Background: an optimization exercise with open tools, aiming at small area and a short achievable clock period. Do not read the settings as production practice. At most, simulation tests tie the RTL to the original design; equivalence was not proved. Power figures rest on the tool's default switching activity, not on a simulated workload.

==> flow/design.v (excerpt) <==
module framer_o(
    input mclk,  
    input wclk,
    input [23:0] chan1,
    input [23:0] chan2,
    input [23:0] chan3,
    input [23:0] chan4,
    input [23:0] chan5,
    input [23:0] chan6,
    input [23:0] chan7,
    input [23:0] chan8,
    input [3:0] user,
    output reg adat
);
Size: about 230 cells after synthesis, ~2000 um2 of cells after synthesis.
Settings: LEC_CHECK=0, CAP_MARGIN=20, CORE_MARGIN=2, CORE_UTILIZATION=40, PLACE_DENSITY=0.6, SETUP_SLACK_MARGIN=0.2, SLEW_MARGIN=20, SYNTH_HIERARCHICAL=1; clock period 6.0 ns.
standard.sh (not shown) runs the stock make flow with config.mk's settings and CLKGATE_MAP_FILE= SYNTH_SCRIPT=/design/flow/synth_recipe.tcl, a recipe that flattens the netlist after the stock synthesis.
==> flow/flow/run.sh <==
#!/bin/bash
# The standard layout, with plain buf_1 cells as the port buffers
set -euo pipefail
bash standard.sh "BUFFER_PORTS_ARGS=-buffer_cell sky130_fd_sc_hd__buf_1" finish > standard_flow.log 2>&1
The first run went through all stages and came out clean.
==> next run, changes <==
==> flow/run.sh (new file) <==
#!/bin/bash
# synth_recipe.tcl (not shown) runs the flow's synth.tcl, then flattens the netlist and writes it again
# the make line also repeats each setting of config.mk as NAME=value (left out here)
make -C /OpenROAD-flow-scripts/flow DESIGN_CONFIG=/design/flow/config.mk WORK_HOME=/design/flow/orfs CLKGATE_MAP_FILE= SYNTH_SCRIPT=/design/flow/synth_recipe.tcl finish
--- a/flow/config.mk
+++ b/flow/config.mk
@@ -10,5 +10,5 @@
 export CORE_UTILIZATION = 40
 export PLACE_DENSITY = 0.6
-export SETUP_SLACK_MARGIN = 0.2
+export SETUP_SLACK_MARGIN = 4.0
 export SLEW_MARGIN = 20
 export SYNTH_HIERARCHICAL = 1
removed: flow/flow/run.sh
removed: flow/standard.sh
Result:
- routed wire length grows by 27%
- setup slack improves by 0.051 ns
- final cell count grows by 0.40%
- power grows by 19%
- clock power grows by about 2%
- design area grows by 40%
- clock-buffer cell count stays the same
- non-clock buffer count stays the same
- register-to-register slack improves by 0.30 ns
- global-route usage grows by 7.2 points
==> next run, changes <==
--- a/flow/config.mk
+++ b/flow/config.mk
@@ -10,5 +10,5 @@
 export CORE_UTILIZATION = 40
 export PLACE_DENSITY = 0.6
-export SETUP_SLACK_MARGIN = 4.0
+export SETUP_SLACK_MARGIN = 0.2
 export SLEW_MARGIN = 20
 export SYNTH_HIERARCHICAL = 1
What happened: Power fell slightly; wire length goes down by a few percent; design area came out higher by a few percent; non-clock buffer count does not change; area after synthesis is unchanged; maximum frequency shrinks by about a fifth; final cell count came out lower slightly; core utilization went up by 2.1 points; sequential share of layout area decreases by 0.58 points; clock-buffer cell count is unchanged; combinational power is about the same.

framer_o, a different RTL version from the one above (not shown whole).
For scale: roughly 210 cells after synthesis, ~18 flip-flops, ~200 I/O pins.
Design framer_o, start of the top module:
module framer_o(
    input mclk,  
    input wclk,
    input [23:0] chan1,
    input [23:0] chan2,
    input [23:0] chan3,
    input [23:0] chan4,
    input [23:0] chan5,
    input [23:0] chan6,
    input [23:0] chan7,
    input [23:0] chan8,
    input [3:0] user,
    output reg adat
);
export LEC_CHECK = 0
export CAP_MARGIN = 20
export CORE_MARGIN = 2
export CORE_UTILIZATION = 40
export PLACE_DENSITY = 0.6
export SETUP_SLACK_MARGIN = 3.8
export SLEW_MARGIN = 20
export SYNTH_HIERARCHICAL = 1
create_clock -name core_clock -period 6.0 [get_ports {mclk}]
==> flow/flow/run.sh <==
#!/bin/bash
# The standard layout, with plain buf_1 cells as the port buffers
set -euo pipefail
bash standard.sh "BUFFER_PORTS_ARGS=-buffer_cell sky130_fd_sc_hd__buf_1" finish > standard_flow.log 2>&1
Then changed:
--- a/flow/config.mk
+++ b/flow/config.mk
@@ -11,3 +11,3 @@
 export PLACE_DENSITY = 0.6
-export SETUP_SLACK_MARGIN = 3.8
+export SETUP_SLACK_MARGIN = 4.1
 export SLEW_MARGIN = 20
After rerunning: Worst hold slack gets worse by 10 ps; worst setup slack gets better by 48 ps; final area rose by 0.47%; clock skew barely changes; clock-buffer cell count stays the same; routed wire length hardly moves.
No run of this note included a check of the RTL's function; only the layout flow was run.

re-timing with driven ports:
No port has a modelled driver above. Below, the same layouts with a new extraction and two added sets of constraints.
Step 1: set_driving_cell puts a clkbuf_16 on mclk and a buf_2 on each other input, an assumption about the parent block.
Step 2 adds t to the input delays and takes it off the output delays; t is the mean of the earliest and latest rising clock arrival at the registers after step 1. Input paths then give back, and output paths get back, about the clock's delay inside the block.
a / b / c = ideal / step 1 / step 2; a / b = the first two.
| run | t, ns | setup WS [ns] | hold slack, ns | worst setup path at the end | slew at the worst register clock pin (ns) |
|---|---|---|---|---|---|
| the first run of note 1 | 0.283 | 3.541 / 3.547 / 3.263 | 0.544 / 0.544 / 0.544 | input to register | 0.08 / 0.08 |
| the second run of note 1 | 0.285 | 3.592 / 3.579 / 3.294 | 0.542 / 0.542 / 0.542 | input to register | 0.08 / 0.08 |
| the third run of note 1 | 0.280 | 3.166 / 3.162 / 2.882 | 0.563 / 0.563 / 0.563 | input to register | 0.07 / 0.07 |
| the first run of note 2 | 0.278 | 3.568 / 3.575 / 3.297 | 0.487 / 0.487 / 0.487 | input to register | 0.07 / 0.07 |
| the second run of note 2 | 0.278 | 3.616 / 3.622 / 3.345 | 0.477 / 0.477 / 0.477 | input to register | 0.07 / 0.07 |
After both steps setup and hold are still met in every run listed. For the second run of note 1, which loses most, drivers alone change the setup slack by -0.013 ns; drivers and shift together by -0.298 ns.
